What follows belongs to an exercise in optimizing a design on an open flow for small area and a short achievable clock period; a production flow would make more cautious choices.
Function was checked by simulation only, so behaviour that the tests miss may differ from the original.
Power and IR drop assume default switching activity.

$ cat flow/flow/run.sh
#!/bin/bash
# The standard layout with these changes:
#  - the port buffers are buf_2 cells (buffer_ports' own pick is a slow delay cell);
#  - timing repair aims SETUP_SLACK_MARGIN below the clock period;
#  - clock tree synthesis inserts no dummy loads and clusters up to 14 sinks per leaf buffer.
# The full make output goes to standard_flow.log; ORFS's own logs are under orfs/logs.
set -euo pipefail
cd "$(dirname "$0")/.."
bash standard.sh \
  "BUFFER_PORTS_ARGS=-buffer_cell sky130_fd_sc_hd__buf_2" \
  SETUP_SLACK_MARGIN=5.5 \
  "CTS_ARGS=-sink_clustering_enable -repair_clock_nets -buf_list sky130_fd_sc_hd__clkbuf_8 -sink_clustering_size 14 -sink_clustering_max_diameter 80 -dont_use_dummy_load" \
  finish > standard_flow.log 2>&1
$ cat flow/config.mk
export PLATFORM = sky130hd
export DESIGN_NAME = TopLevel
export DESIGN_NICKNAME = TopLevel
export VERILOG_FILES = /design/flow/design.v
export SDC_FILE = /design/flow/constraint.sdc
export NUM_CORES = 4
export LEC_CHECK = 0
export CAP_MARGIN = 20
export CORE_MARGIN = 2
export CORE_UTILIZATION = 55
export CTS_BUF_LIST = sky130_fd_sc_hd__clkbuf_8
export PLACE_DENSITY = 0.75
export SLEW_MARGIN = 20
export SYNTH_HIERARCHICAL = 1
export SYNTH_MINIMUM_KEEP_SIZE = 0
export TNS_END_PERCENT = 10
$ cat flow/constraint.sdc
create_clock -name core_clock -period 15.0 [get_ports {clk}]
set_input_delay 3.0000 -clock core_clock [delete_from_list [all_inputs] [get_ports {clk}]]
set_output_delay 3.0000 -clock core_clock [all_outputs]
set_load 0.01 [all_outputs]
$ cat flow/standard.sh
#!/bin/bash
# synth_recipe.tcl (not shown) runs the flow's synth.tcl, then flattens the netlist and writes it again
# the make line also repeats each setting of config.mk as NAME=value (left out here)
make -C /OpenROAD-flow-scripts/flow DESIGN_CONFIG=/design/flow/config.mk WORK_HOME=/design/flow/orfs CLKGATE_MAP_FILE= SYNTH_SCRIPT=/design/flow/synth_recipe.tcl "${@:-finish}"
$ cat flow/design.v
module rf_dec (input logic [4:0] a, output logic [31:1] sel);
  always_comb for (int k = 1; k < 32; k++) sel[k] = (a == k[4:0]);
endmodule
module rf_l12 (input logic [31:1] sel, input logic [31:1] d, output logic [3:0] o);
  logic [15:0] n;
  assign n[0] = ~(d[1] & sel[1]);
  always_comb
    for (int j = 1; j < 16; j++)
      n[j] = ~((d[2*j] & sel[2*j]) | (d[2*j+1] & sel[2*j+1]));
  always_comb
    for (int j = 0; j < 4; j++)
      o[j] = ~(n[4*j] & n[4*j+1] & n[4*j+2] & n[4*j+3]);
endmodule
module rf_l3 (input logic [127:0] o, output logic [63:0] n);
  assign n[31:0]  = ~(o[31:0]  | o[63:32]);
  assign n[63:32] = ~(o[95:64] | o[127:96]);
endmodule
module rf_l4 (input logic [63:0] n, output logic [31:0] q);
  assign q = ~(n[31:0] & n[63:32]);
endmodule
module rf_read_port (
    input  logic [4:0]     a,
    input  logic [1023:32] d,
    output logic [31:0]    q,
    output logic [31:0]    qa
);
  logic [31:1]  sel;
  logic [127:0] o2;
  logic [63:0]  n3;
  rf_dec u_dec (.a(a), .sel(sel));
  for (genvar b = 0; b < 32; b++) begin : g_bit
    logic [31:1] db;
    logic [3:0]  ob;
    for (genvar k = 1; k < 32; k++) begin : g_reg
      assign db[k] = d[32*k + b];
    end
    rf_l12 u_l12 (.sel(sel), .d(db), .o(ob));
    for (genvar j = 0; j < 4; j++) begin : g_out
      assign o2[32*j + b] = ob[j];
    end
  end
  rf_l3  u_l3  (.o(o2), .n(n3));
  rf_l4  u_l4  (.n(n3), .q(q));
  rf_l4  u_l4a (.n(n3), .q(qa));
endmodule
module ks_p (input logic [31:0] a, b, output logic [31:0] p);
  assign p = a ^ b;
endmodule
module ks_g (input logic [31:0] a, b, output logic [31:0] g);
  assign g = a & b;
endmodule
module ks_gc (input logic [31:0] a, b, input logic cin, output logic [31:0] g);
  assign g[31:1] = a[31:1] & b[31:1];
  assign g[0] = (a[0] & b[0]) | ((a[0] | b[0]) & cin);
endmodule
module ks_l1 (input logic [31:0] gi, pi, output logic [31:1] go, output logic [31:2] po);
  assign go[1] = ~(gi[1] | (pi[1] & gi[0]));
  assign go[2] = ~(gi[2] | (pi[2] & gi[1]));
  assign po[2] = ~(pi[2] & pi[1]);
  assign go[3] = ~(gi[3] | (pi[3] & gi[2]));
  assign po[3] = ~(pi[3] & pi[2]);
  assign go[4] = ~(gi[4] | (pi[4] & gi[3]));
  assign po[4] = ~(pi[4] & pi[3]);
  assign go[5] = ~(gi[5] | (pi[5] & gi[4]));
  assign po[5] = ~(pi[5] & pi[4]);
  assign go[6] = ~(gi[6] | (pi[6] & gi[5]));
  assign po[6] = ~(pi[6] & pi[5]);
  assign go[7] = ~(gi[7] | (pi[7] & gi[6]));
  assign po[7] = ~(pi[7] & pi[6]);
  assign go[8] = ~(gi[8] | (pi[8] & gi[7]));
  assign po[8] = ~(pi[8] & pi[7]);
  assign go[9] = ~(gi[9] | (pi[9] & gi[8]));
  assign po[9] = ~(pi[9] & pi[8]);
  assign go[10] = ~(gi[10] | (pi[10] & gi[9]));
  assign po[10] = ~(pi[10] & pi[9]);
  assign go[11] = ~(gi[11] | (pi[11] & gi[10]));
  assign po[11] = ~(pi[11] & pi[10]);
  assign go[12] = ~(gi[12] | (pi[12] & gi[11]));
  assign po[12] = ~(pi[12] & pi[11]);
  assign go[13] = ~(gi[13] | (pi[13] & gi[12]));
  assign po[13] = ~(pi[13] & pi[12]);
  assign go[14] = ~(gi[14] | (pi[14] & gi[13]));
  assign po[14] = ~(pi[14] & pi[13]);
  assign go[15] = ~(gi[15] | (pi[15] & gi[14]));
  assign po[15] = ~(pi[15] & pi[14]);
  assign go[16] = ~(gi[16] | (pi[16] & gi[15]));
  assign po[16] = ~(pi[16] & pi[15]);
  assign go[17] = ~(gi[17] | (pi[17] & gi[16]));
  assign po[17] = ~(pi[17] & pi[16]);
  assign go[18] = ~(gi[18] | (pi[18] & gi[17]));
  assign po[18] = ~(pi[18] & pi[17]);
  assign go[19] = ~(gi[19] | (pi[19] & gi[18]));
  assign po[19] = ~(pi[19] & pi[18]);
  assign go[20] = ~(gi[20] | (pi[20] & gi[19]));
  assign po[20] = ~(pi[20] & pi[19]);
  assign go[21] = ~(gi[21] | (pi[21] & gi[20]));
  assign po[21] = ~(pi[21] & pi[20]);
  assign go[22] = ~(gi[22] | (pi[22] & gi[21]));
  assign po[22] = ~(pi[22] & pi[21]);
  assign go[23] = ~(gi[23] | (pi[23] & gi[22]));
  assign po[23] = ~(pi[23] & pi[22]);
  assign go[24] = ~(gi[24] | (pi[24] & gi[23]));
  assign po[24] = ~(pi[24] & pi[23]);
  assign go[25] = ~(gi[25] | (pi[25] & gi[24]));
  assign po[25] = ~(pi[25] & pi[24]);
  assign go[26] = ~(gi[26] | (pi[26] & gi[25]));
  assign po[26] = ~(pi[26] & pi[25]);
  assign go[27] = ~(gi[27] | (pi[27] & gi[26]));
  assign po[27] = ~(pi[27] & pi[26]);
  assign go[28] = ~(gi[28] | (pi[28] & gi[27]));
  assign po[28] = ~(pi[28] & pi[27]);
  assign go[29] = ~(gi[29] | (pi[29] & gi[28]));
  assign po[29] = ~(pi[29] & pi[28]);
  assign go[30] = ~(gi[30] | (pi[30] & gi[29]));
  assign po[30] = ~(pi[30] & pi[29]);
  assign go[31] = ~(gi[31] | (pi[31] & gi[30]));
  assign po[31] = ~(pi[31] & pi[30]);
endmodule
module ks_l2 (input logic [31:0] gi, pi, output logic [31:2] go, output logic [31:4] po);
  assign go[2] = (~gi[2] | (~pi[2] & gi[0]));
  assign go[3] = (~gi[3] | (~pi[3] & ~gi[1]));
  assign go[4] = (~gi[4] | (~pi[4] & ~gi[2]));
  assign po[4] = (~pi[4] & ~pi[2]);
  assign go[5] = (~gi[5] | (~pi[5] & ~gi[3]));
  assign po[5] = (~pi[5] & ~pi[3]);
  assign go[6] = (~gi[6] | (~pi[6] & ~gi[4]));
  assign po[6] = (~pi[6] & ~pi[4]);
  assign go[7] = (~gi[7] | (~pi[7] & ~gi[5]));
  assign po[7] = (~pi[7] & ~pi[5]);
  assign go[8] = (~gi[8] | (~pi[8] & ~gi[6]));
  assign po[8] = (~pi[8] & ~pi[6]);
  assign go[9] = (~gi[9] | (~pi[9] & ~gi[7]));
  assign po[9] = (~pi[9] & ~pi[7]);
  assign go[10] = (~gi[10] | (~pi[10] & ~gi[8]));
  assign po[10] = (~pi[10] & ~pi[8]);
  assign go[11] = (~gi[11] | (~pi[11] & ~gi[9]));
  assign po[11] = (~pi[11] & ~pi[9]);
  assign go[12] = (~gi[12] | (~pi[12] & ~gi[10]));
  assign po[12] = (~pi[12] & ~pi[10]);
  assign go[13] = (~gi[13] | (~pi[13] & ~gi[11]));
  assign po[13] = (~pi[13] & ~pi[11]);
  assign go[14] = (~gi[14] | (~pi[14] & ~gi[12]));
  assign po[14] = (~pi[14] & ~pi[12]);
  assign go[15] = (~gi[15] | (~pi[15] & ~gi[13]));
  assign po[15] = (~pi[15] & ~pi[13]);
  assign go[16] = (~gi[16] | (~pi[16] & ~gi[14]));
  assign po[16] = (~pi[16] & ~pi[14]);
  assign go[17] = (~gi[17] | (~pi[17] & ~gi[15]));
  assign po[17] = (~pi[17] & ~pi[15]);
  assign go[18] = (~gi[18] | (~pi[18] & ~gi[16]));
  assign po[18] = (~pi[18] & ~pi[16]);
  assign go[19] = (~gi[19] | (~pi[19] & ~gi[17]));
  assign po[19] = (~pi[19] & ~pi[17]);
  assign go[20] = (~gi[20] | (~pi[20] & ~gi[18]));
  assign po[20] = (~pi[20] & ~pi[18]);
  assign go[21] = (~gi[21] | (~pi[21] & ~gi[19]));
  assign po[21] = (~pi[21] & ~pi[19]);
  assign go[22] = (~gi[22] | (~pi[22] & ~gi[20]));
  assign po[22] = (~pi[22] & ~pi[20]);
  assign go[23] = (~gi[23] | (~pi[23] & ~gi[21]));
  assign po[23] = (~pi[23] & ~pi[21]);
  assign go[24] = (~gi[24] | (~pi[24] & ~gi[22]));
  assign po[24] = (~pi[24] & ~pi[22]);
  assign go[25] = (~gi[25] | (~pi[25] & ~gi[23]));
  assign po[25] = (~pi[25] & ~pi[23]);
  assign go[26] = (~gi[26] | (~pi[26] & ~gi[24]));
  assign po[26] = (~pi[26] & ~pi[24]);
  assign go[27] = (~gi[27] | (~pi[27] & ~gi[25]));
  assign po[27] = (~pi[27] & ~pi[25]);
  assign go[28] = (~gi[28] | (~pi[28] & ~gi[26]));
  assign po[28] = (~pi[28] & ~pi[26]);
  assign go[29] = (~gi[29] | (~pi[29] & ~gi[27]));
  assign po[29] = (~pi[29] & ~pi[27]);
  assign go[30] = (~gi[30] | (~pi[30] & ~gi[28]));
  assign po[30] = (~pi[30] & ~pi[28]);
  assign go[31] = (~gi[31] | (~pi[31] & ~gi[29]));
  assign po[31] = (~pi[31] & ~pi[29]);
endmodule
module ks_l3 (input logic [31:0] gi, pi, output logic [31:4] go, output logic [31:8] po);
  assign go[4] = ~(gi[4] | (pi[4] & gi[0]));
  assign go[5] = ~(gi[5] | (pi[5] & ~gi[1]));
  assign go[6] = ~(gi[6] | (pi[6] & gi[2]));
  assign go[7] = ~(gi[7] | (pi[7] & gi[3]));
  assign go[8] = ~(gi[8] | (pi[8] & gi[4]));
  assign po[8] = ~(pi[8] & pi[4]);
  assign go[9] = ~(gi[9] | (pi[9] & gi[5]));
  assign po[9] = ~(pi[9] & pi[5]);
  assign go[10] = ~(gi[10] | (pi[10] & gi[6]));
  assign po[10] = ~(pi[10] & pi[6]);
  assign go[11] = ~(gi[11] | (pi[11] & gi[7]));
  assign po[11] = ~(pi[11] & pi[7]);
  assign go[12] = ~(gi[12] | (pi[12] & gi[8]));
  assign po[12] = ~(pi[12] & pi[8]);
  assign go[13] = ~(gi[13] | (pi[13] & gi[9]));
  assign po[13] = ~(pi[13] & pi[9]);
  assign go[14] = ~(gi[14] | (pi[14] & gi[10]));
  assign po[14] = ~(pi[14] & pi[10]);
  assign go[15] = ~(gi[15] | (pi[15] & gi[11]));
  assign po[15] = ~(pi[15] & pi[11]);
  assign go[16] = ~(gi[16] | (pi[16] & gi[12]));
  assign po[16] = ~(pi[16] & pi[12]);
  assign go[17] = ~(gi[17] | (pi[17] & gi[13]));
  assign po[17] = ~(pi[17] & pi[13]);
  assign go[18] = ~(gi[18] | (pi[18] & gi[14]));
  assign po[18] = ~(pi[18] & pi[14]);
  assign go[19] = ~(gi[19] | (pi[19] & gi[15]));
  assign po[19] = ~(pi[19] & pi[15]);
  assign go[20] = ~(gi[20] | (pi[20] & gi[16]));
  assign po[20] = ~(pi[20] & pi[16]);
  assign go[21] = ~(gi[21] | (pi[21] & gi[17]));
  assign po[21] = ~(pi[21] & pi[17]);
  assign go[22] = ~(gi[22] | (pi[22] & gi[18]));
  assign po[22] = ~(pi[22] & pi[18]);
  assign go[23] = ~(gi[23] | (pi[23] & gi[19]));
  assign po[23] = ~(pi[23] & pi[19]);
  assign go[24] = ~(gi[24] | (pi[24] & gi[20]));
  assign po[24] = ~(pi[24] & pi[20]);
  assign go[25] = ~(gi[25] | (pi[25] & gi[21]));
  assign po[25] = ~(pi[25] & pi[21]);
  assign go[26] = ~(gi[26] | (pi[26] & gi[22]));
  assign po[26] = ~(pi[26] & pi[22]);
  assign go[27] = ~(gi[27] | (pi[27] & gi[23]));
  assign po[27] = ~(pi[27] & pi[23]);
  assign go[28] = ~(gi[28] | (pi[28] & gi[24]));
  assign po[28] = ~(pi[28] & pi[24]);
  assign go[29] = ~(gi[29] | (pi[29] & gi[25]));
  assign po[29] = ~(pi[29] & pi[25]);
  assign go[30] = ~(gi[30] | (pi[30] & gi[26]));
  assign po[30] = ~(pi[30] & pi[26]);
  assign go[31] = ~(gi[31] | (pi[31] & gi[27]));
  assign po[31] = ~(pi[31] & pi[27]);
endmodule
module ks_l4 (input logic [31:0] gi, pi, output logic [31:8] go, output logic [31:16] po);
  assign go[8] = (~gi[8] | (~pi[8] & gi[0]));
  assign go[9] = (~gi[9] | (~pi[9] & ~gi[1]));
  assign go[10] = (~gi[10] | (~pi[10] & gi[2]));
  assign go[11] = (~gi[11] | (~pi[11] & gi[3]));
  assign go[12] = (~gi[12] | (~pi[12] & ~gi[4]));
  assign go[13] = (~gi[13] | (~pi[13] & ~gi[5]));
  assign go[14] = (~gi[14] | (~pi[14] & ~gi[6]));
  assign go[15] = (~gi[15] | (~pi[15] & ~gi[7]));
  assign go[16] = (~gi[16] | (~pi[16] & ~gi[8]));
  assign po[16] = (~pi[16] & ~pi[8]);
  assign go[17] = (~gi[17] | (~pi[17] & ~gi[9]));
  assign po[17] = (~pi[17] & ~pi[9]);
  assign go[18] = (~gi[18] | (~pi[18] & ~gi[10]));
  assign po[18] = (~pi[18] & ~pi[10]);
  assign go[19] = (~gi[19] | (~pi[19] & ~gi[11]));
  assign po[19] = (~pi[19] & ~pi[11]);
  assign go[20] = (~gi[20] | (~pi[20] & ~gi[12]));
  assign po[20] = (~pi[20] & ~pi[12]);
  assign go[21] = (~gi[21] | (~pi[21] & ~gi[13]));
  assign po[21] = (~pi[21] & ~pi[13]);
  assign go[22] = (~gi[22] | (~pi[22] & ~gi[14]));
  assign po[22] = (~pi[22] & ~pi[14]);
  assign go[23] = (~gi[23] | (~pi[23] & ~gi[15]));
  assign po[23] = (~pi[23] & ~pi[15]);
  assign go[24] = (~gi[24] | (~pi[24] & ~gi[16]));
  assign po[24] = (~pi[24] & ~pi[16]);
  assign go[25] = (~gi[25] | (~pi[25] & ~gi[17]));
  assign po[25] = (~pi[25] & ~pi[17]);
  assign go[26] = (~gi[26] | (~pi[26] & ~gi[18]));
  assign po[26] = (~pi[26] & ~pi[18]);
  assign go[27] = (~gi[27] | (~pi[27] & ~gi[19]));
  assign po[27] = (~pi[27] & ~pi[19]);
  assign go[28] = (~gi[28] | (~pi[28] & ~gi[20]));
  assign po[28] = (~pi[28] & ~pi[20]);
  assign go[29] = (~gi[29] | (~pi[29] & ~gi[21]));
  assign po[29] = (~pi[29] & ~pi[21]);
  assign go[30] = (~gi[30] | (~pi[30] & ~gi[22]));
  assign po[30] = (~pi[30] & ~pi[22]);
  assign go[31] = (~gi[31] | (~pi[31] & ~gi[23]));
  assign po[31] = (~pi[31] & ~pi[23]);
endmodule
module ks_l5 (input logic [31:0] gi, pi, output logic [31:16] go);
  assign go[16] = ~(gi[16] | (pi[16] & gi[0]));
  assign go[17] = ~(gi[17] | (pi[17] & ~gi[1]));
  assign go[18] = ~(gi[18] | (pi[18] & gi[2]));
  assign go[19] = ~(gi[19] | (pi[19] & gi[3]));
  assign go[20] = ~(gi[20] | (pi[20] & ~gi[4]));
  assign go[21] = ~(gi[21] | (pi[21] & ~gi[5]));
  assign go[22] = ~(gi[22] | (pi[22] & ~gi[6]));
  assign go[23] = ~(gi[23] | (pi[23] & ~gi[7]));
  assign go[24] = ~(gi[24] | (pi[24] & gi[8]));
  assign go[25] = ~(gi[25] | (pi[25] & gi[9]));
  assign go[26] = ~(gi[26] | (pi[26] & gi[10]));
  assign go[27] = ~(gi[27] | (pi[27] & gi[11]));
  assign go[28] = ~(gi[28] | (pi[28] & gi[12]));
  assign go[29] = ~(gi[29] | (pi[29] & gi[13]));
  assign go[30] = ~(gi[30] | (pi[30] & gi[14]));
  assign go[31] = ~(gi[31] | (pi[31] & gi[15]));
endmodule
module ks_sum (input logic [31:0] p, g, output logic [31:1] s);
  assign s[1] = p[1] ^ g[0];
  assign s[2] = p[2] ^ ~g[1];
  assign s[3] = p[3] ^ g[2];
  assign s[4] = p[4] ^ g[3];
  assign s[5] = p[5] ^ ~g[4];
  assign s[6] = p[6] ^ ~g[5];
  assign s[7] = p[7] ^ ~g[6];
  assign s[8] = p[8] ^ ~g[7];
  assign s[9] = p[9] ^ g[8];
  assign s[10] = p[10] ^ g[9];
  assign s[11] = p[11] ^ g[10];
  assign s[12] = p[12] ^ g[11];
  assign s[13] = p[13] ^ g[12];
  assign s[14] = p[14] ^ g[13];
  assign s[15] = p[15] ^ g[14];
  assign s[16] = p[16] ^ g[15];
  assign s[17] = p[17] ^ ~g[16];
  assign s[18] = p[18] ^ ~g[17];
  assign s[19] = p[19] ^ ~g[18];
  assign s[20] = p[20] ^ ~g[19];
  assign s[21] = p[21] ^ ~g[20];
  assign s[22] = p[22] ^ ~g[21];
  assign s[23] = p[23] ^ ~g[22];
  assign s[24] = p[24] ^ ~g[23];
  assign s[25] = p[25] ^ ~g[24];
  assign s[26] = p[26] ^ ~g[25];
  assign s[27] = p[27] ^ ~g[26];
  assign s[28] = p[28] ^ ~g[27];
  assign s[29] = p[29] ^ ~g[28];
  assign s[30] = p[30] ^ ~g[29];
  assign s[31] = p[31] ^ ~g[30];
endmodule
module ks_add32 (input logic [31:0] a, b, output logic [31:0] s);
  logic [31:0] p, g;
  logic [31:0] g1, p1;
  logic [31:0] g2, p2;
  logic [31:0] g3, p3;
  logic [31:0] g4, p4;
  logic [31:0] g5, p5;
  ks_p u_p (.a(a), .b(b), .p(p));
  ks_g u_g (.a(a), .b(b), .g(g));
  assign p1[1:0] = '0;
  assign g1[0:0] = g[0:0];
  ks_l1 u_l1 (.gi(g), .pi(p), .go(g1[31:1]), .po(p1[31:2]));
  assign p2[3:0] = '0;
  assign g2[1:0] = g1[1:0];
  ks_l2 u_l2 (.gi(g1), .pi(p1), .go(g2[31:2]), .po(p2[31:4]));
  assign p3[7:0] = '0;
  assign g3[3:0] = g2[3:0];
  ks_l3 u_l3 (.gi(g2), .pi(p2), .go(g3[31:4]), .po(p3[31:8]));
  assign p4[15:0] = '0;
  assign g4[7:0] = g3[7:0];
  ks_l4 u_l4 (.gi(g3), .pi(p3), .go(g4[31:8]), .po(p4[31:16]));
  assign p5 = '0;
  assign g5[15:0] = g4[15:0];
  ks_l5 u_l5 (.gi(g4), .pi(p4), .go(g5[31:16]));
  assign s[0] = p[0];
  ks_sum u_s (.p(p), .g(g5), .s(s[31:1]));
endmodule
module ks_addc32 (input logic [31:0] a, b, input logic cin, output logic [31:0] s, output logic cout);
  logic [31:0] p, g;
  logic [31:0] g1, p1;
  logic [31:0] g2, p2;
  logic [31:0] g3, p3;
  logic [31:0] g4, p4;
  logic [31:0] g5, p5;
  ks_p u_p (.a(a), .b(b), .p(p));
  ks_gc u_g (.a(a), .b(b), .cin(cin), .g(g));
  assign p1[1:0] = '0;
  assign g1[0:0] = g[0:0];
  ks_l1 u_l1 (.gi(g), .pi(p), .go(g1[31:1]), .po(p1[31:2]));
  assign p2[3:0] = '0;
  assign g2[1:0] = g1[1:0];
  ks_l2 u_l2 (.gi(g1), .pi(p1), .go(g2[31:2]), .po(p2[31:4]));
  assign p3[7:0] = '0;
  assign g3[3:0] = g2[3:0];
  ks_l3 u_l3 (.gi(g2), .pi(p2), .go(g3[31:4]), .po(p3[31:8]));
  assign p4[15:0] = '0;
  assign g4[7:0] = g3[7:0];
  ks_l4 u_l4 (.gi(g3), .pi(p3), .go(g4[31:8]), .po(p4[31:16]));
  assign p5 = '0;
  assign g5[15:0] = g4[15:0];
  ks_l5 u_l5 (.gi(g4), .pi(p4), .go(g5[31:16]));
  assign s[0] = p[0] ^ cin;
  assign cout = ~g5[31];
  ks_sum u_s (.p(p), .g(g5), .s(s[31:1]));
endmodule
module late_mux32 (
    input  logic        s,
    input  logic [31:0] a,    
    input  logic [31:0] b,
    output logic [31:0] y
);
  assign y = s ? a : b;
endmodule
module TopLevel (
    input  logic        clk, rst,
    output logic [31:0] imem_addr,
    input  logic [31:0] imem_rdata,
    output logic [31:0] dmem_addr,
    output logic [31:0] dmem_wdata,
    output logic [3:0]  dmem_wstrb,
    output logic        dmem_re,
    input  logic [31:0] dmem_rdata
);
  logic [31:0] ins;
  logic [4:0]  op, rs1a, rs2a, rda;
  logic [2:0]  f3;
  assign ins  = imem_rdata;
  assign op   = ins[6:2];
  assign f3   = ins[14:12];
  assign rs1a = ins[19:15];
  assign rs2a = ins[24:20];
  assign rda  = ins[11:7];
  logic is_load, is_store, is_branch, is_jal, is_jalr, is_lui, is_auipc;
  assign is_load   = ~op[4] & ~op[3] & ~op[2];    
  assign is_store  = ~op[4] &  op[3] & ~op[2];    
  assign is_branch =  op[4] & ~op[0];             
  assign is_jal    =  op[4] &  op[1];             
  assign is_jalr   =  op[4] &  op[0] & ~op[1];    
  assign is_lui    =  op[3] &  op[2] &  op[0];    
  assign is_auipc  = ~op[3] &  op[2] &  op[0];    
  logic reg_wr;
  assign reg_wr = ~is_store & ~is_branch;
  logic [31:0] immI, immU, immC;
  assign immI = {{20{ins[31]}}, ins[31:20]};
  assign immU = {ins[31:12], 12'b0};
  always_comb begin
    if (is_branch)   immC = {{20{ins[31]}}, ins[7], ins[30:25], ins[11:8], 1'b0};
    else if (is_jal) immC = {{12{ins[31]}}, ins[19:12], ins[20], ins[30:21], 1'b0};
    else             immC = immU;
  end
  logic [31:0]    wdg;
  logic [1023:32] rff;
  genvar gi;
  generate
    for (gi = 1; gi < 32; gi = gi + 1) begin : g_rf
      logic [31:0] q;
      always_ff @(posedge clk)
        if (rst | (reg_wr & (rda == gi))) q <= wdg;
      assign rff[32*gi +: 32] = q;
    end
  endgenerate
  logic [31:0] rs1, rs2, rs1a_q, rs2a_q;
  rf_read_port rp1 (.a(rs1a), .d(rff), .q(rs1), .qa(rs1a_q));
  rf_read_port rp2 (.a(rs2a), .d(rff), .q(rs2), .qa(rs2a_q));
  logic [31:1] pc;
  logic [31:0] pc4, pcadd;
  assign imem_addr = {pc, 1'b0};
  assign pc4       = {pc[31:2] + 30'd1, pc[1], 1'b0};
  assign pcadd     = {pc, 1'b0} + immC;
  logic [31:0] addr;
  ks_add32 u_aadd (.a(rs1a_q), .b({immI[31:5], is_store ? ins[11:7] : ins[24:20]}), .s(addr));
  logic [31:0] opb, sum, shin, shr, shres, alu, xo;
  logic        sub_en, carry, lt, ltu, eq, cond;
  assign opb    = op[3] ? rs2 : immI;                  
  assign sub_en = op[4] | f3[1] | (op[3] & ins[30]);
  ks_addc32 u_alu_add (.a(rs1), .b(opb ^ {32{sub_en}}), .cin(sub_en), .s(sum), .cout(carry));
  assign ltu    = ~carry;
  assign lt     = (rs1[31] ^ opb[31]) ? rs1[31] : sum[31];
  assign xo     = rs1 ^ opb;                          
  assign eq     = ~|xo;
  always_comb
    if (f3[2]) cond = (f3[1] ? ltu : lt) ^ f3[0];
    else       cond = eq ^ f3[0];
  always_comb begin
    for (int k = 0; k < 32; k++) shin[k] = f3[2] ? rs1[k] : rs1[31-k];
  end
  assign shr = 32'($signed({f3[2] & ins[30] & rs1[31], shin}) >>> opb[4:0]);
  always_comb begin
    for (int k = 0; k < 32; k++) shres[k] = f3[2] ? shr[k] : shr[31-k];
  end
  always_comb
    case (f3)
      3'b000:  alu = 32'd0;          
      3'b001:  alu = shres;
      3'b010:  alu = {31'd0, lt};
      3'b011:  alu = {31'd0, ltu};
      3'b100:  alu = xo;
      3'b101:  alu = shres;
      3'b110:  alu = rs1 | opb;
      default: alu = rs1 & opb;
    endcase
  logic [1:0] la;
  assign la = rs1[1:0] + ins[21:20];
  logic [7:0]  lbyte;
  logic [15:0] lhalf;
  logic [31:0] ld;
  always_comb begin
    case (la)
      2'b00:   lbyte = dmem_rdata[7:0];
      2'b01:   lbyte = dmem_rdata[15:8];
      2'b10:   lbyte = dmem_rdata[23:16];
      default: lbyte = dmem_rdata[31:24];
    endcase
    lhalf = la[1] ? dmem_rdata[31:16] : dmem_rdata[15:0];
    if (f3[1])      ld = dmem_rdata;
    else if (f3[0]) ld = {{16{~f3[2] & lhalf[15]}}, lhalf};
    else            ld = {{24{~f3[2] & lbyte[7]}}, lbyte};
  end
  assign dmem_addr  = addr;
  assign dmem_re    = is_load;
  assign dmem_wdata = f3[1] ? rs2a_q : f3[0] ? {2{rs2a_q[15:0]}} : {4{rs2a_q[7:0]}};
  always_comb begin
    if (!is_store)  dmem_wstrb = 4'b0000;
    else if (f3[1]) dmem_wstrb = 4'b1111;
    else if (f3[0]) dmem_wstrb = addr[1] ? 4'b1100 : 4'b0011;
    else            dmem_wstrb = 4'b0001 << addr[1:0];
  end
  logic [31:0] wd_other;
  logic        sel_sum;
  assign sel_sum = op[2] & ~op[0] & ~op[4] & (f3 == 3'b000);    
  always_comb begin
    if (op[4])                wd_other = pc4;                   
    else if (~op[2])          wd_other = ld;                    
    else if (op[0])           wd_other = op[3] ? immU : pcadd;  
    else                      wd_other = alu;                   
  end
  late_mux32 u_wb (.s(sel_sum & ~rst), .a(sum), .b(wd_other & {32{~rst}}), .y(wdg));
  logic        take;
  logic [31:0] npc_other, pc_d;
  assign take      = is_jal | (is_branch & cond);
  assign npc_other = is_jalr ? {addr[31:1], 1'b0} : pc4;
  late_mux32 u_npc (.s(take & ~rst), .a(pcadd), .b(npc_other & {32{~rst}}), .y(pc_d));
  always_ff @(posedge clk)
    pc <= pc_d[31:1];
endmodule
==> impl_metrics.toml, run 1 <==
[worst_setup_path]
cp-start-kind = "input pin"
path_cells = "clkbuf_4, or3b_4, nor2_2, buf_4, a22oi_1, nand4_1, nor2_4, nand2_1, mux2i_2, buf_6, inv_1, buf_4, nand2_1, o22ai_1, a21oi_1, mux2i_1, a211oi_1, a22oi_1, o32ai_1, mux2_2"
cp_top_family = "compound AO/OA/AOI/OAI gates"
critPathBufInv = 5
critPathKind = "input pin to flop"
slowest_stage = "mux2_2"
worstSetupEndpointType = "flop"
worstPathMaxFanout = 32
arrival_ps = 10090
max_stage_delay_ps = 900
required_ps = 15420

[sta]
fin_crit_sh_pct = 64.5
slew_headroom_pct = 16.1
hold_violations = 0
period_needed_ps = 9670
report.final.slew_viol_count = 0
skew_ps = 91.5
finalSetupViolCount = 0
fmaxAchievable_mhz = 103
worstMarginPinSlew_ps = 1250
rsz0062_at_grt = "true"
fin_tns_setup_ps = 0

[yosys]
syn_inst = 4891
synthesis.nets = 5054
yosys_warnings = 9
syn_avg_cell_area_um2 = 11.4
syn_area_um2 = 56000

[layout]
finalInstanceArea_um2 = 62700
n_fill_cell = 8187
nNetsFinal = 5353
drive_gt1_share_pct = 17.8
multiInputGateArea_um2 = 26500
regArea_um2 = 30400
area_growth_pct = 12.0

[floorplan]
die_y_um = 323
dieArea_um2 = 104000
pin_count = 167
core_area_um2 = 101000
start_util_pct = 55.3
die_w_um = 323
row_count = 117

[hold_path]
hp-class = "flop to flop"

[route]
drt-initial-drc-count = 9180
vias = 49802
postRouteAntennaNets = 0
drt-total-wl_um = 241000
drc = 0
via_per_inst = 7.59
wire_per_inst_um = 36.6
first_pass_iters = 8

[place]
port_buffers = 163
gp_congestion = 1.08
placed_area_um2 = 59200
hpwl_um = 157000

[clock_tree]
cts_tree = "done"
cts_buffers = 86
cts_sinks = 1023
clkTransAtPathRegs_ps = 80
h-tree-depth = 3
ctsHoldBuffers = 0
cts-root-buf = "clkbuf_8"
cts_buffer_depth = 3
clkLatencyLatePin_ps = 800

[power]
powerDensity_nw_per_um2 = 124
p_total_uw = 7750
vdd_drop_max_v = 0.0000969
p_leak_uw = 0.0223

[job]
cap_violations = 0

[global_routing]
gr-total-overflow = 0
antenna_found_initial = 15
grt_max_degree = 63
grt_usage_pct = 44.6
grt_pass1_wl_um = 328000
grt_pass1_vias = 44936

[run_status]
status = "no timing/DRC/antenna violations"
-- sequential cells by signal, summed over array words and instances, names as in the netlist --
signal	count
g_rf.q	992
pc	31
-- stage by stage --
| step | util, % | setup slack, ps | hold slack, ps | instances |
|---|---|---|---|---|
| 3_3_place_gp | 58.4 | 4210 | 743 | 6410 |
| 3_5_place_dp | 58.4 | 4220 | 762 | 6410 |
| 6_report | 61.9 | 5330 | 792 | 6563 |
| 4_1_cts | 60.5 | 5450 | 773 | 6507 |
| 2_1_floorplan | - | 5770 | 718 | 4891 |
| 5_1_grt | 61.9 | 5390 | 799 | 6559 |
-- routing by layer --
| layer | GRT usage [%] | routed length, um |
|---|---|---|
| met1 | 57.6 | 82000 |
| met2 | 62.9 | 97800 |
| met3 | 18.0 | 41500 |
| met4 | 26.9 | 19100 |
| met5 | 0 | 69 |
-- repair_timing --
action | CTS | global route
setup endpoints to repair | 97 | 135
pin swaps | 21 | 74
gates resized for setup | 186 | 219
gates cloned | 0 | 3
buffers inserted | 11 | 46
-- worst min-delay path: stages, from the launching register on --
cell and delay, ps:
dfxtp_1 420, mux2i_1 100, nor2_1 90, mux2_4 150
-- where the power goes --
part	internal [uW]	switching, uW	leakage [uW]	total [uW]
combinational	776	1850	0.0112	2620
sequential	3550	186	0.0104	3730
clock	511	890	0.000618	1400
total	4830	2920	0.0223	7750
-- final cells by class --
type                       instances  area share, %
inverter                         112          0.678
multi-input combinational       3625           42.2
tap                             1368           2.73
timing repair buffer             342           3.96
clock buffer                      86           1.89
antenna                            7         0.0279
sequential                      1023           48.5
-- worst paths after layout --
path / startpoint / end / slack [ps] / cells after the start
hold / removal: pc[1] / pc[1] / 790 / 3
hold reg to reg: pc[1] / pc[1] / 790 / 3
setup reg to reg: g_rf[26].q[0] / g_rf[10].q[31] / 8190 / 16
setup / recovery: imem_rdata[20] / g_rf[10].q[31] / 5330 / 20
-- cell usage in the layout, fill, tap and decap left out, types with 61 or more instances in the layout --
cell type,instances
nor2_2,88
xor2_1,85
ha_1,96
xnor2_1,76
nor2_1,285
o21ai_1,83
a222oi_1,65
edfxtp_1,992
nand3_1,110
buf_4,146
nand4_1,207
o21ai_0,100
buf_2,153
clkbuf_8,87
nand2_1,386
mux2_4,61
and2_1,70
inv_1,108
a22oi_1,902
a21oi_1,247
==> inputs of run 2 (changes only) <==
--- a/flow/config.mk
+++ b/flow/config.mk
@@ -7,10 +7,9 @@
 export LEC_CHECK = 0
 export CAP_MARGIN = 20
 export CORE_MARGIN = 2
-export CORE_UTILIZATION = 55
+export CORE_UTILIZATION = 62
 export CTS_BUF_LIST = sky130_fd_sc_hd__clkbuf_8
-export PLACE_DENSITY = 0.75
+export PLACE_DENSITY = 0.85
 export SLEW_MARGIN = 20
 export SYNTH_HIERARCHICAL = 1
 export SYNTH_MINIMUM_KEEP_SIZE = 0
-export TNS_END_PERCENT = 10
==> impl_metrics.toml, run 2 <==
[run_status]
status = "no timing/DRC/antenna violations"

[worst_setup_path]
path_cells = "buf_6, or3b_4, nor2_2, buf_12, a22oi_1, nand4_1, nor2_4, nand2_1, xor2_2, nand2_1, nor2_2, nand2_1, o21ai_2, a21oi_2, xnor2_2, buf_2"
worstSetupEndpointType = "output pin"
r2r_start = "g_rf[26].q[2]"
rr_endpoint = "g_rf[28].q[0]"
cp_top_family = "simple AND/OR/NAND/NOR gates"
critPathBufInv = 3
cp-start-kind = "input pin"
slowest_stage = "or3b_4"
arrival_ps = 6720
reg2reg_slack_ps = 8240
crit_top_cell = "nand2_1"
required_ps = 12000
critPathKind = "input pin to output pin"
max_stage_delay_ps = 510
worstPathMaxFanout = 32
r2r_cells = 22

[power]
power.switching_uw = 2950
powerDensity_nw_per_um2 = 124
p_leak_uw = 0.0222
vdd_drop_max_v = 0.000104
p_sw_share_pct = 38.0
power_frac_seq_pct = 48.1
cellInternalPower_uw = 4820
combPwrFrac_pct = 34.0
pwr-share-clk_pct = 17.9

[clock_tree]
cts-root-buf = "clkbuf_8"
clkTransAtPathRegs_ps = 70
h-tree-depth = 3
cts_sinks = 1023
clkLatencyLatePin_ps = 760
cts_buffers = 86
cts_tree = "done"
cts_buffer_depth = 3

[global_routing]
grt_usage_pct = 49.8
gr-total-overflow = 0
antenna_found_initial = 8
grt_pass1_wl_um = 329000
grt_max_degree = 69
grt_pass1_vias = 46170

[place]
port_buffers = 163
gp_congestion = 1.09
hpwl_um = 157000

[sta]
finalSetupViolCount = 0
slew_headroom_pct = 16.3
worstMarginPinSlew_ps = 1250
hold_violations = 0
fin_tns_setup_ps = 0
skew_ps = 74.8
period_needed_ps = 9720
rsz0062_at_grt = "true"
fin_crit_sh_pct = 64.8
report.final.slew_viol_count = 0
fmaxAchievable_mhz = 103

[layout]
area_growth_pct = 11.7
final_util_pct = 69.7
layout_common_cells = "edfxtp_1 (992), a22oi_1 (905), nand2_1 (390)"
final_common_cell = "edfxtp_1"
drive_gt1_share_pct = 17.9
largest-register = "g_rf.q"
nNetsFinal = 5340
top_regs = "g_rf.q x992, pc x31"
largest_reg_flops = 992

[floorplan]
start_util_pct = 62.4
dieArea_um2 = 92700
core_area_um2 = 89700
die_w_um = 305
die_y_um = 305
pin_count = 167
row_count = 110

[hold_path]
holdPathStages = 3
whs_endpoint = "pc[1]"
min_from = "pc[1]"
hp-class = "flop to flop"

[yosys]
syn_inst = 4891
syn_avg_cell_area_um2 = 11.4
synthesis.nets = 5054
yosys_warnings = 9
syn_area_um2 = 56000

[route]
first_pass_iters = 14
postRouteAntennaNets = 0
wire_per_inst_um = 38.0
drt-total-wl_um = 241000
vias = 50906
drc = 0
drt-initial-drc-count = 10570
via_per_inst = 8.01

[job]
cap_violations = 0
==> run 2: cell count changes in the layout (fill, tap and decap cells not counted), moves of 4 or more <==
cell,delta
o21ai_2,+7
buf_6,-4
nand2_2,-10
o21ai_1,-4
nand2_1,+4
nor2_1,-10
buf_4,-16
a21oi_2,-4
nor2_4,+12
nand2_4,+6
==> run 2: cell type report <==
type                       instances  area, um^2
clock buffer                      86        1180
sequential                      1023       30400
timing repair buffer             328        2410
inverter                         112         429
multi-input combinational       3626       26600
antenna                            8        20.0
tap                             1176        1470
fill                            6348       27200
==> run 2: worst min-delay path: cells and delay by family (launching register included) <==
family | cells | cell delay, ps
AND/OR/NAND/NOR | 1 | 90
multiplexers | 2 | 240
flip-flops | 1 | 410
==> run 2: how the worst max path moves through the flow <==
stage / from / to / slack (ps) / cells after the start
after floorplan: imem_rdata[19] / dmem_addr[31] / 5770 / 14
after global placement: imem_rdata[19] / dmem_addr[16] / 4440 / 14
after detailed placement: imem_rdata[19] / dmem_addr[19] / 4390 / 15
after CTS: imem_rdata[15] / dmem_addr[19] / 5480 / 18
after global routing: imem_rdata[16] / dmem_addr[28] / 5370 / 18
final: imem_rdata[16] / dmem_addr[27] / 5280 / 16
==> run 2: what timing repair did <==
action	4_1_cts	5_1_grt
endpoints found under the setup margin	70	136
hold buffers	0	0
gates resized for setup	176	245
gates cloned	2	2
buffers inserted	18	38
pin swaps	24	77
==> run 2: metrics by stage <==
stage | total power, uW | hold slack [ps] | area (um^2) | std cells | worst slack, ps
2_1_floorplan | 5080 | 718 | 56000 | 4891 | 5770
3_3_place_gp | 6000 | 716 | 58900 | 6205 | 4440
3_5_place_dp | 6050 | 740 | 58900 | 6205 | 4390
4_1_cts | 7440 | 752 | 61100 | 6311 | 5480
5_1_grt | 7910 | 808 | 62500 | 6353 | 5370
6_report | 7770 | 762 | 62500 | 6359 | 5280
==> run 2: power by group through the flow <==
stage               Sequential (uW)  Clock [uW]  Combinational [uW]
global route                   3770        1460                2680
finish                         3740        1390                2640
floorplan                      3740           0                1340
CTS                            3730        1370                2340
detailed placement             3790           0                2260
global placement               3760           0                2240
==> run 2: metal layers <==
layer	vias to the layer above	wire, um	track usage (%)
li1	20244	-	-
met1	24087	75400	62.0
met2	5416	96300	69.3
met3	1153	45300	21.4
met4	6	24300	36.5
met5	-	105	0.0517
==> inputs of run 3 (changes only) <==
==> flow/config.mk (replaced) <==
export PLATFORM = sky130hd
export DESIGN_NAME = TopLevel
export DESIGN_NICKNAME = TopLevel
export VERILOG_FILES = /design/flow/design.v
export SDC_FILE = /design/flow/constraint.sdc
export NUM_CORES = 4
export LEC_CHECK = 0
export CAP_MARGIN = 15
export CORE_MARGIN = 2
export CORE_UTILIZATION = 55
export CTS_BUF_LIST = sky130_fd_sc_hd__clkbuf_8
export PLACE_DENSITY = 0.75
export SLEW_MARGIN = 15
export SYNTH_HIERARCHICAL = 1
export SYNTH_MINIMUM_KEEP_SIZE = 0
==> impl_metrics.toml, run 3 <==
[run_status]
status = "no timing/DRC/antenna violations"

[layout]
largest-register = "g_rf.q"
top_regs = "g_rf.q x992, pc x31"
largest_reg_flops = 992
multiInputGateArea_um2 = 26400
regArea_um2 = 30400
area_growth_pct = 11.9
final_common_cell = "edfxtp_1"
layout_common_cells = "edfxtp_1 (992), a22oi_1 (904), nand2_1 (386)"
n_fill_cell = 8184
nNetsFinal = 5351
drive_gt1_share_pct = 17.8

[sta]
hold_violations = 0
fin_crit_sh_pct = 64.7
fin_hold_ws_ps = 811
fmaxAchievable_mhz = 103
skew_ps = 78.8
fin_tns_setup_ps = 0
slew_headroom_pct = 16.5
rsz0062_at_grt = "true"
worstMarginPinSlew_ps = 1250
period_needed_ps = 9700
report.final.slew_viol_count = 0
finalSetupViolCount = 0

[yosys]
yosys_warnings = 9
synthesis.nets = 5054
syn_inst = 4891
syn_area_um2 = 56000
syn_avg_cell_area_um2 = 11.4

[place]
gp_congestion = 1.08
port_buffers = 163
hpwl_um = 157000

[route]
drt-total-wl_um = 240000
postRouteAntennaNets = 0
drt-initial-drc-count = 9443
drc = 0
wire_per_inst_um = 36.6
first_pass_iters = 10
via_per_inst = 7.60
vias = 49824

[worst_setup_path]
critPathKind = "input pin to flop"
slowest_stage = "mux2_2"
required_ps = 15410
arrival_ps = 10110
worstPathMaxFanout = 32
path_cells = "clkbuf_4, or3b_4, nor2_2, buf_4, a22oi_1, nand4_1, nor2_4, nand2_1, mux2i_2, buf_6, inv_1, buf_4, nand2_1, o22ai_1, a21oi_1, mux2i_1, a211oi_1, a22oi_1, o32ai_1, mux2_2"
reg2reg_slack_ps = 8190
r2r_start = "g_rf[26].q[0]"
r2r_cells = 16
rr_endpoint = "g_rf[10].q[31]"
cp_top_family = "compound AO/OA/AOI/OAI gates"
worstSetupEndpointType = "flop"
max_stage_delay_ps = 910
cp-start-kind = "input pin"
critPathBufInv = 5

[power]
powerDensity_nw_per_um2 = 124
p_leak_uw = 0.0223
vdd_drop_max_v = 0.0000973

[job]
cap_violations = 0

[global_routing]
grt_pass1_wl_um = 329000
grt_usage_pct = 44.7
gr-total-overflow = 0
antenna_found_initial = 15
grt_pass1_vias = 44916
grt_max_degree = 63

[clock_tree]
clkTransAtPathRegs_ps = 80
cts_buffer_depth = 3
clkLatencyLatePin_ps = 770
h-tree-depth = 3
cts_sinks = 1023
cts_buffers = 86
cts-root-buf = "clkbuf_8"
cts_tree = "done"

[hold_path]
holdPathStages = 3
whs_endpoint = "pc[1]"
hp-class = "flop to flop"
min_from = "pc[1]"

[floorplan]
row_count = 117
start_util_pct = 55.3
core_area_um2 = 101000
die_y_um = 323
die_w_um = 323
pin_count = 167
dieArea_um2 = 104000
run 3: cell types whose count changed in the layout (fill, tap and decap cells not counted), moves of 4 or more:
cell     change
buf_4       +14
nor2_4      -14
nor2_1      +10
nand2_2      +9
o21ai_2      -8
a21oi_2      +6
nand2_4      -5
o21ai_1      +5
nand2_1      -4
run 3: metrics by stage:
| step | power [uW] | util (%) | cells | worst slack [ps] | area (um^2) |
|---|---|---|---|---|---|
| floorplan | 5080 | - | 4891 | 5770 | 56000 |
| global placement | 6020 | 58.4 | 6410 | 4210 | 59200 |
| detailed placement | 6060 | 58.4 | 6410 | 4220 | 59200 |
| CTS | 7460 | 60.5 | 6508 | 5450 | 61300 |
| global route | 7930 | 61.8 | 6557 | 5410 | 62600 |
| finish | 7750 | 61.8 | 6559 | 5300 | 62600 |
run 3: final cells by class:
cell class | instances | share of cell area, %
multi-input cells | 3625 | 42.2
well taps | 1368 | 2.73
repair buffers | 340 | 3.94
inverters | 112 | 0.679
clock buffers | 86 | 1.89
diodes | 5 | 0.0200
flip-flops and latches | 1023 | 48.6
run 3: layer usage:
layer	global-route usage, %	vias to the layer above	part of all wire, %
li1	-	20248	-
met3	17.5	853	17
met1	58.1	24189	34
met4	26.2	10	7.7
met5	0	-	0.026
met2	63.3	4524	41
run 3: how the worst max path moves through the flow:
| stage | startpoint | slack [ps] | endpoint | depth (start not counted) |
|---|---|---|---|---|
| after floorplan | imem_rdata[19] | 5770 | dmem_addr[31] | 14 |
| after detailed placement | imem_rdata[16] | 4220 | dmem_addr[16] | 15 |
| final | imem_rdata[21] | 5300 | g_rf[10].q[31] | 20 |
| after global placement | imem_rdata[16] | 4210 | dmem_addr[16] | 15 |
| after global routing | imem_rdata[15] | 5410 | dmem_addr[26] | 17 |
| after CTS | imem_rdata[18] | 5450 | dmem_addr[9] | 15 |
run 3: power by group:
| group | internal [uW] | total, uW | switching, uW |
|---|---|---|---|
| clock | 511 | 1400 | 886 |
| sequential | 3550 | 3730 | 186 |
| combinational | 775 | 2620 | 1840 |
| total | 4830 | 7750 | 2910 |
run 3: worst register-to-register path: stages (launching register included):
cell      delay (ps)
edfxtp_1         410
a22oi_1          220
nand4_1          560
nor2_4           440
nand2_1          270
mux2i_2          240
buf_6            290
inv_1            100
buf_4            270
nand2_1          320
o22ai_1          150
a21oi_1          370
mux2i_1          270
a211oi_1         540
a22oi_1          270
o32ai_1          810
mux2_2           910
run 3: timing repair:
| action | CTS | global route |
|---|---|---|
| hold buffers | 0 | 0 |
| setup endpoints to repair | 97 | 123 |
| gates cloned | 0 | 2 |
| buffers inserted | 12 | 44 |
| gates resized for setup | 187 | 214 |
| pin swaps | 23 | 74 |
==> inputs of run 4 (changes only) <==
--- a/flow/design.v
+++ b/flow/design.v
@@ -446,8 +446,8 @@
   ks_add32 u_aadd (.a(rs1a_q), .b({immI[31:5], is_store ? ins[11:7] : ins[24:20]}), .s(addr));
   logic [31:0] opb, sum, shin, shr, shres, alu, xo;
   logic        sub_en, carry, lt, ltu, eq, cond;
-  assign opb    = op[3] ? rs2 : immI;                  
-  assign sub_en = op[4] | f3[1] | (op[3] & ins[30]);
+  assign opb    = (op[3] & ~op[0]) ? rs2 : immI;
+  assign sub_en = (op[4] & ~op[0]) | (~op[4] & (f3[1] | (op[3] & ins[30])));
   ks_addc32 u_alu_add (.a(rs1), .b(opb ^ {32{sub_en}}), .cin(sub_en), .s(sum), .cout(carry));
   assign ltu    = ~carry;
   assign lt     = (rs1[31] ^ opb[31]) ? rs1[31] : sum[31];
@@ -513,7 +513,7 @@
   logic        take;
   logic [31:0] npc_other, pc_d;
   assign take      = is_jal | (is_branch & cond);
-  assign npc_other = is_jalr ? {addr[31:1], 1'b0} : pc4;
+  assign npc_other = is_jalr ? {sum[31:1], 1'b0} : pc4;
   late_mux32 u_npc (.s(take & ~rst), .a(pcadd), .b(npc_other & {32{~rst}}), .y(pc_d));
   always_ff @(posedge clk)
     pc <= pc_d[31:1];
--- a/flow/config.mk
+++ b/flow/config.mk
@@ -5,11 +5,11 @@
 export SDC_FILE = /design/flow/constraint.sdc
 export NUM_CORES = 4
 export LEC_CHECK = 0
-export CAP_MARGIN = 15
+export CAP_MARGIN = 20
 export CORE_MARGIN = 2
 export CORE_UTILIZATION = 55
 export CTS_BUF_LIST = sky130_fd_sc_hd__clkbuf_8
 export PLACE_DENSITY = 0.75
-export SLEW_MARGIN = 15
+export SLEW_MARGIN = 20
 export SYNTH_HIERARCHICAL = 1
 export SYNTH_MINIMUM_KEEP_SIZE = 0
==> impl_metrics.toml, run 4 <==
[floorplan]
pin_count = 167
start_util_pct = 55.4
row_count = 117
core_area_um2 = 102000
die_y_um = 324
dieArea_um2 = 105000
die_w_um = 324

[power]
p_leak_uw = 0.0223
powerDensity_nw_per_um2 = 121
vdd_drop_max_v = 0.0000891

[layout]
area_growth_pct = 11.1
layout_common_cells = "edfxtp_1 (992), a22oi_1 (909), nand2_1 (394)"
nNetsFinal = 5406
largest-register = "g_rf.q"
final_common_cell = "edfxtp_1"
multiInputGateArea_um2 = 26300
final_cells = 6615
regArea_um2 = 30400
finalInstanceArea_um2 = 62700
top_regs = "g_rf.q x992, pc x31"
drive_gt1_share_pct = 16.2
n_fill_cell = 8158
largest_reg_flops = 992

[sta]
slew_headroom_pct = 21.5
fin_tns_setup_ps = 0
fmaxAchievable_mhz = 103
rsz0062_at_grt = "true"
period_needed_ps = 9680
finalSetupViolCount = 0
skew_ps = 57.1
hold_violations = 0
fin_hold_ws_ps = 779
worstMarginPinSlew_ps = 1180
fin_crit_sh_pct = 64.5
report.final.slew_viol_count = 0

[route]
postRouteAntennaNets = 0
drt-initial-drc-count = 9577
vias = 49968
first_pass_iters = 10
drc = 0
via_per_inst = 7.55
drt-total-wl_um = 242000
wire_per_inst_um = 36.5

[worst_setup_path]
required_ps = 15440
cp-start-kind = "input pin"
arrival_ps = 10110
r2r_cells = 14
reg2reg_slack_ps = 8450
rr_endpoint = "g_rf[31].q[24]"
worstPathMaxFanout = 31
r2r_start = "g_rf[18].q[4]"
worstSetupEndpointType = "flop"
critPathKind = "input pin to flop"

[clock_tree]
cts_buffers = 85
cts_sinks = 1023
cts-root-buf = "clkbuf_8"
cts_buffer_depth = 3
clkLatencyLatePin_ps = 800
cts_tree = "done"
h-tree-depth = 3
clkTransAtPathRegs_ps = 80

[place]
gp_congestion = 1.07
port_buffers = 163
placed_area_um2 = 59600
dp_cells = 6461
hpwl_um = 154000

[yosys]
syn_avg_cell_area_um2 = 11.4
yosys_warnings = 9
syn_inst = 4949
syn_area_um2 = 56400
synthesis.nets = 5112

[hold_path]
whs_endpoint = "pc[1]"
hp-class = "flop to flop"
min_from = "pc[1]"
holdPathStages = 3

[global_routing]
gr-total-overflow = 0
antenna_found_initial = 12
grt_pass1_wl_um = 330000
grt_pass1_vias = 45575
grt_max_degree = 61
grt_usage_pct = 44.7

[run_status]
status = "no timing/DRC/antenna violations"

[job]
cap_violations = 0
[run 4: layout make-up]
type                       instances  share of cell area (%)
sequential                      1023                    48.5
clock buffer                      85                    1.87
tap                             1368                    2.73
timing repair buffer             349                    4.11
multi-input combinational       3672                    42.1
antenna                            6                  0.0240
inverter                         112                   0.679
[run 4: metal layers]
metal	global-route usage [%]	share of wire, %
met5	0	0.030
met2	62.8	41
met1	57.2	34
met4	29.4	8.4
met3	17.7	17
[run 4: worst max-delay path by stage]
stage / start / endpoint / slack [ps]
after detailed placement: imem_rdata[23] / pc[31] / 4530
after global routing: imem_rdata[15] / dmem_addr[29] / 5420
after floorplan: imem_rdata[19] / dmem_addr[31] / 5810
final: imem_rdata[20] / g_rf[31].q[24] / 5320
after CTS: imem_rdata[17] / dmem_addr[29] / 5490
after global placement: imem_rdata[21] / pc[29] / 4570
[run 4: worst max-delay path, cell delays in order]
cell      delay, ps
clkbuf_4        370
nand3b_1        450
nor2_4          160
buf_4           290
a22oi_1         200
nand4_1         240
nor2_1          810
nand2_1         140
mux2i_2         180
buf_4           340
inv_1           450
nor2_1          700
nor2_1          310
a211oi_1        880
a211oi_1        120
or4_1           640
o2111a_1        220
mux2_4          490
[run 4: power by group]
part	internal [uW]	switching, uW	leakage, uW
Combinational	712	1740	0.0112
Clock	505	889	0.000611
Sequential	3540	185	0.0104
Total	4760	2810	0.0223
[run 4: stage by stage]
stage / power (uW) / utilization, % / worst slack (ps)
after detailed placement: 5980 / 58.6 / 4530
after global placement: 5940 / 58.6 / 4570
final: 7570 / 61.6 / 5320
after global routing: 7750 / 61.6 / 5420
after floorplan: 5050 / - / 5810
after CTS: 7340 / 60.6 / 5490
[run 4: timing repair]
item / 4_1_cts / 5_1_grt
pin swaps: 23 / 37
setup endpoints to repair: 95 / 150
cloned: 5 / 1
hold buffers: 0 / 0
setup buffers: 30 / 26
resized for setup: 129 / 139
==> inputs of run 5 (changes only) <==
--- a/flow/design.v
+++ b/flow/design.v
@@ -446,8 +446,8 @@
   ks_add32 u_aadd (.a(rs1a_q), .b({immI[31:5], is_store ? ins[11:7] : ins[24:20]}), .s(addr));
   logic [31:0] opb, sum, shin, shr, shres, alu, xo;
   logic        sub_en, carry, lt, ltu, eq, cond;
-  assign opb    = (op[3] & ~op[0]) ? rs2 : immI;
-  assign sub_en = (op[4] & ~op[0]) | (~op[4] & (f3[1] | (op[3] & ins[30])));
+  assign opb    = op[3] ? rs2 : immI;                  
+  assign sub_en = op[4] | f3[1] | (op[3] & ins[30]);
   ks_addc32 u_alu_add (.a(rs1), .b(opb ^ {32{sub_en}}), .cin(sub_en), .s(sum), .cout(carry));
   assign ltu    = ~carry;
   assign lt     = (rs1[31] ^ opb[31]) ? rs1[31] : sum[31];
@@ -513,7 +513,7 @@
   logic        take;
   logic [31:0] npc_other, pc_d;
   assign take      = is_jal | (is_branch & cond);
-  assign npc_other = is_jalr ? {sum[31:1], 1'b0} : pc4;
+  assign npc_other = is_jalr ? {addr[31:1], 1'b0} : pc4;
   late_mux32 u_npc (.s(take & ~rst), .a(pcadd), .b(npc_other & {32{~rst}}), .y(pc_d));
   always_ff @(posedge clk)
     pc <= pc_d[31:1];
==> flow/flow/run.sh (replaced) <==
#!/bin/bash
# The standard layout with these changes:
#  - the port buffers are buf_2 cells (buffer_ports' own pick is a slow delay cell);
#  - timing repair aims SETUP_SLACK_MARGIN below the clock period;
#  - clock tree synthesis inserts no dummy loads and clusters up to 16 sinks per leaf buffer.
# The full make output goes to standard_flow.log; ORFS's own logs are under orfs/logs.
set -euo pipefail
cd "$(dirname "$0")/.."
bash standard.sh \
  "BUFFER_PORTS_ARGS=-buffer_cell sky130_fd_sc_hd__buf_2" \
  SETUP_SLACK_MARGIN=5.5 \
  "CTS_ARGS=-sink_clustering_enable -repair_clock_nets -buf_list sky130_fd_sc_hd__clkbuf_8 -sink_clustering_size 16 -sink_clustering_max_diameter 90 -dont_use_dummy_load" \
  finish > standard_flow.log 2>&1
--- a/flow/config.mk
+++ b/flow/config.mk
@@ -5,11 +5,11 @@
 export SDC_FILE = /design/flow/constraint.sdc
 export NUM_CORES = 4
 export LEC_CHECK = 0
-export CAP_MARGIN = 20
+export CAP_MARGIN = 15
 export CORE_MARGIN = 2
 export CORE_UTILIZATION = 55
 export CTS_BUF_LIST = sky130_fd_sc_hd__clkbuf_8
 export PLACE_DENSITY = 0.75
-export SLEW_MARGIN = 20
+export SLEW_MARGIN = 15
 export SYNTH_HIERARCHICAL = 1
 export SYNTH_MINIMUM_KEEP_SIZE = 0
==> impl_metrics.toml, run 5 <==
[layout]
drive_gt1_share_pct = 17.5
final_common_cell = "edfxtp_1"
layout_common_cells = "edfxtp_1 (992), a22oi_1 (905), nand2_1 (387)"
largest_reg_flops = 992
nNetsFinal = 5342
final_cells = 6550
largest-register = "g_rf.q"
n_fill_cell = 8192
area_growth_pct = 11.5
top_regs = "g_rf.q x992, pc x31"

[clock_tree]
cts_tree = "done"
cts_buffers = 76
clkTransAtPathRegs_ps = 110
h-tree-depth = 3
cts-root-buf = "clkbuf_8"
cts_buffer_depth = 3
clkLatencyLatePin_ps = 770
cts_sinks = 1023

[worst_setup_path]
critPathBufInv = 5
cp-start-kind = "input pin"
arrival_ps = 6600
r2r_start = "g_rf[26].q[0]"
cp_top_family = "simple AND/OR/NAND/NOR gates"
rr_endpoint = "g_rf[10].q[31]"
critPathKind = "input pin to output pin"
worstPathMaxFanout = 32
slowest_stage = "xnor2_2"
reg2reg_slack_ps = 8380
worstSetupEndpointType = "output pin"
crit_end = "dmem_addr[21]"
max_stage_delay_ps = 380
cp_num_cells = 18
startpoint = "imem_rdata[15]"
r2r_cells = 16
required_ps = 12000
path_cells = "buf_6, nand3b_1, buf_4, buf_4, nor2_2, clkbuf_8, a22oi_1, nand4_1, nor2_4, nand2_1, xor2_4, nand2_2, o21ai_1, a21oi_1, o21ai_1, a21oi_2, xnor2_2, buf_2"

[sta]
rsz0062_at_grt = "true"
period_needed_ps = 9600
fmaxAchievable_mhz = 104
finalSetupViolCount = 0
skew_ps = 104
fin_tns_setup_ps = 0
worstMarginPinSlew_ps = 1300
slew_headroom_pct = 13.2
report.final.slew_viol_count = 0
fin_crit_sh_pct = 64.0
hold_violations = 0

[place]
port_buffers = 163
dp_cells = 6410
gp_congestion = 1.08
hpwl_um = 157000

[route]
drt-total-wl_um = 239000
drt-initial-drc-count = 8949
via_per_inst = 7.57
first_pass_iters = 8
vias = 49599
postRouteAntennaNets = 0
drc = 0
wire_per_inst_um = 36.5

[hold_path]
min_from = "pc[1]"
holdPathStages = 3
hp-class = "flop to flop"

[floorplan]
die_w_um = 323
dieArea_um2 = 104000
start_util_pct = 55.3
row_count = 117
core_area_um2 = 101000
pin_count = 167
die_y_um = 323

[run_status]
status = "no timing/DRC/antenna violations"

[yosys]
yosys_warnings = 9
syn_avg_cell_area_um2 = 11.4
synthesis.nets = 5054
syn_area_um2 = 56000
syn_inst = 4891

[global_routing]
met1_usage_pct = 57.4
antenna_found_initial = 10
gr-total-overflow = 0
grtUsageMet2_pct = 62.9
grt_usage_pct = 44.6
met3_usage_pct = 18.1
grt_pass1_vias = 44972
grt_max_degree = 63
busiest_layer = "met2"
grt_pass1_wl_um = 328000

[power]
p_leak_uw = 0.0222
powerDensity_nw_per_um2 = 123
vdd_drop_max_v = 0.0000789

[job]
cap_violations = 0
==> run 5: cell types whose count changed in the layout (fill, tap and decap cells not counted), moves of 13 or more <==
cell / delta
mux2i_1: -43
a21oi_1: -37
xnor2_1: -26
a211oi_1: -21
xnor2_2: +16
a21oi_2: +14
o22ai_1: +13
==> run 5: power breakdown <==
part           internal [uW]  switching (uW)  leakage (uW)
clock                    455             871      0.000546
sequential              3550             185        0.0104
combinational            774            1840        0.0112
total                   4770            2890        0.0222
==> run 5: tightest hold or removal path, cell delays in order, from the launching register on <==
cell and delay [ps]:
dfxtp_1 440, mux2i_1 100, nor2_1 110, mux2_4 150
==> run 5: through the flow <==
stage	utilization [%]	hold slack [ps]	power, uW	instance area (um^2)	setup slack (ps)
floorplan	-	718	5080	56000	5770
global placement	58.4	743	6020	59200	4210
detailed placement	58.4	762	6060	59200	4220
CTS	60.3	787	7390	61100	5460
global route	61.6	812	7850	62400	5370
finish	61.6	820	7670	62400	5400
==> run 5: how the worst min path moves through the flow <==
stage / to / slack (ps)
finish: pc[1] / 820
global route: pc[1] / 810
CTS: pc[1] / 790
detailed placement: pc[1] / 760
global placement: pc[1] / 740
floorplan: pc[1] / 720
==> run 5: area by class of cell <==
type                    count  area, um^2  area share [%]
diodes                      5        12.5          0.0200
flip-flops and latches   1023       30400            48.7
clock buffers              76        1050            1.68
inverters                 112         425           0.681
well taps                1368        1710            2.74
multi-input cells        3624       26300            42.2
repair buffers            342        2490            3.99
==> run 5: timing repair <==
action / 4_1_cts / 5_1_grt
hold buffers: 0 / 0
gates cloned: 0 / 1
setup endpoints to repair: 97 / 124
resized for setup: 186 / 198
pin swaps: 24 / 66
buffers inserted: 12 / 46
==> run 5: metal layers <==
metal	vias to the layer above	routed length (um)
met1	24189	82600
met4	8	18700
met2	4338	97600
met3	830	40100
met5	-	322
li1	20234	-
==> inputs of run 6 (changes only) <==
--- a/flow/flow/run.sh
+++ b/flow/flow/run.sh
@@ -8,6 +8,6 @@
 cd "$(dirname "$0")/.."
 bash standard.sh \
   "BUFFER_PORTS_ARGS=-buffer_cell sky130_fd_sc_hd__buf_2" \
-  SETUP_SLACK_MARGIN=5.5 \
+  SETUP_SLACK_MARGIN=5.7 \
   "CTS_ARGS=-sink_clustering_enable -repair_clock_nets -buf_list sky130_fd_sc_hd__clkbuf_8 -sink_clustering_size 16 -sink_clustering_max_diameter 90 -dont_use_dummy_load" \
   finish > standard_flow.log 2>&1
==> impl_metrics.toml, run 6 <==
[run_status]
status = "no timing/DRC/antenna violations"

[sta]
hold_violations = 0
rsz0062_at_grt = "true"
slew_headroom_pct = 16.1
fmaxAchievable_mhz = 105
finalSetupViolCount = 0
period_needed_ps = 9490
report.final.slew_viol_count = 0
skew_ps = 95.4
worstMarginPinSlew_ps = 1250
fin_crit_sh_pct = 63.3
fin_tns_setup_ps = 0
fin_hold_ws_ps = 810

[place]
dp_cells = 6410
gp_congestion = 1.08
hpwl_um = 157000
port_buffers = 163

[worst_setup_path]
worstPathMaxFanout = 32
path_cells = "clkbuf_4, or3_1, nor2_2, buf_4, a22oi_1, nand4_1, nor2_1, nand2_1, mux2_2, buf_2"
slowest_stage = "nor2_1"
cp_top_family = "simple AND/OR/NAND/NOR gates"
cp-start-kind = "input pin"
arrival_ps = 6490
max_stage_delay_ps = 810
worstSetupEndpointType = "output pin"
required_ps = 12000
critPathKind = "input pin to output pin"
critPathBufInv = 3

[yosys]
yosys_warnings = 9
syn_inst = 4891
syn_area_um2 = 56000
synthesis.nets = 5054
syn_avg_cell_area_um2 = 11.4

[layout]
nNetsFinal = 5376
largest-register = "g_rf.q"
layout_common_cells = "edfxtp_1 (992), a22oi_1 (892), nand2_1 (369)"
final_cells = 6583
area_growth_pct = 14.0
drive_gt1_share_pct = 19.4
top_regs = "g_rf.q x992, pc x31"
final_common_cell = "edfxtp_1"
largest_reg_flops = 992
n_fill_cell = 7971

[route]
vias = 50263
via_per_inst = 7.64
drc = 0
first_pass_iters = 10
wire_per_inst_um = 37.1
drt-initial-drc-count = 9360
drt-total-wl_um = 244000
postRouteAntennaNets = 0

[floorplan]
start_util_pct = 55.3
die_w_um = 323
dieArea_um2 = 104000
core_area_um2 = 101000
die_y_um = 323
row_count = 117
pin_count = 167

[power]
vdd_drop_max_v = 0.0000789
p_total_uw = 7790
p_leak_uw = 0.0226
powerDensity_nw_per_um2 = 122

[clock_tree]
h-tree-depth = 3
ctsHoldBuffers = 0
cts-root-buf = "clkbuf_8"
clkLatencyLatePin_ps = 770
clkTransAtPathRegs_ps = 110
cts_sinks = 1023
cts_tree = "done"
cts_buffers = 76
cts_buffer_depth = 3

[global_routing]
gr-total-overflow = 0
grt_usage_pct = 44.9
grt_pass1_vias = 45341
grt_pass1_wl_um = 331000
grt_max_degree = 63
antenna_found_initial = 13

[job]
cap_violations = 0

[hold_path]
hp-class = "flop to flop"
[run 6: path summary, 6_finish.rpt]
kind,start,endpoint,slack (ps),cells past startpoint
worst max-delay path,imem_rdata[20],dmem_wdata[8],5510,10
worst min-delay path,pc[1],pc[1],810,3
worst max register to register,g_rf[27].q[20],g_rf[31].q[0],8540,21
worst min register to register,pc[1],pc[1],810,3
[run 6: where the power goes]
part,switching (uW),leakage (uW),internal [uW]
Clock,873,0.000546,455
Sequential,188,0.0104,3550
Combinational,1900,0.0116,831
[run 6: per-layer routing]
layer | vias to the layer above | global-route usage, % | share of wire, %
met5 | - | 0 | 0.054
met1 | 24325 | 58.4 | 34
li1 | 20317 | - | -
met3 | 936 | 17.5 | 18
met4 | 8 | 27.4 | 8.2
met2 | 4677 | 63.3 | 41
[run 6: final cells by class]
cell class | instances | area (um^2) | share of cell area [%]
Clock buffer | 76 | 1050 | 1.64
Multi-Input combinational cell | 3624 | 27100 | 42.4
Sequential cell | 1023 | 30400 | 47.7
Timing Repair Buffer | 376 | 3130 | 4.91
Antenna cell | 4 | 10.0 | 0.0157
Inverter | 112 | 425 | 0.667
Tap cell | 1368 | 1710 | 2.68
[run 6: tightest hold or removal path, stage by stage, from the launching register on]
cell,delay [ps]
dfxtp_1,430
mux2i_1,100
nor2_1,100
mux2_4,160
[run 6: per-stage QoR]
step,util [%],cell area [um^2],setup slack [ps]
2_1_floorplan,-,56000,5770
6_report,63.0,63800,5510
5_1_grt,63.0,63800,5490
3_5_place_dp,58.4,59200,4220
3_3_place_gp,58.4,59200,4210
4_1_cts,61.1,61900,5680
[run 6: repair_timing]
item / 4_1_cts / 5_1_grt
pin swaps: 53 / 106
resized for setup: 312 / 260
gates cloned: 1 / 10
setup endpoints to repair: 129 / 166
buffers inserted: 31 / 51

-- re-timing with driven ports --
In the flow no input, the clock included, has a driving cell. The finished layouts below were timed again as built, in two steps.
Step 1 sets driving cells, clkbuf_16 on the clock port and buf_2 on the other inputs (assumed; they add their load-dependent delay and slew).
Step 2 adds t to the input delays and takes it off the output delays; t is the mean of the earliest and latest rising clock arrival at the registers after step 1. Input paths then give back, and output paths get back, about the clock's delay inside the block.
a / b / c = ideal ports / drivers / drivers and shift; a / b = the first two.
run | shift t [ns] | slack for setup (ns) | worst setup path at the end
run 1 | 0.831 | 5.329 / 5.380 / 4.554 | input to register
run 2 | 0.795 | 5.277 / 5.234 / 4.588 | input to register
run 3 | 0.807 | 5.301 / 5.346 / 4.539 | input to register
run 4 | 0.845 | 5.324 / 5.371 / 4.526 | input to register
run 5 | 0.796 | 5.395 / 5.350 / 4.717 | input to register
run 6 | 0.806 | 5.506 / 5.397 / 4.895 | input to register
After both steps every run listed still meets setup and hold. The setup slack of run 4, which loses most, moves by +0.047 ns with the drivers and by -0.798 ns with both steps.
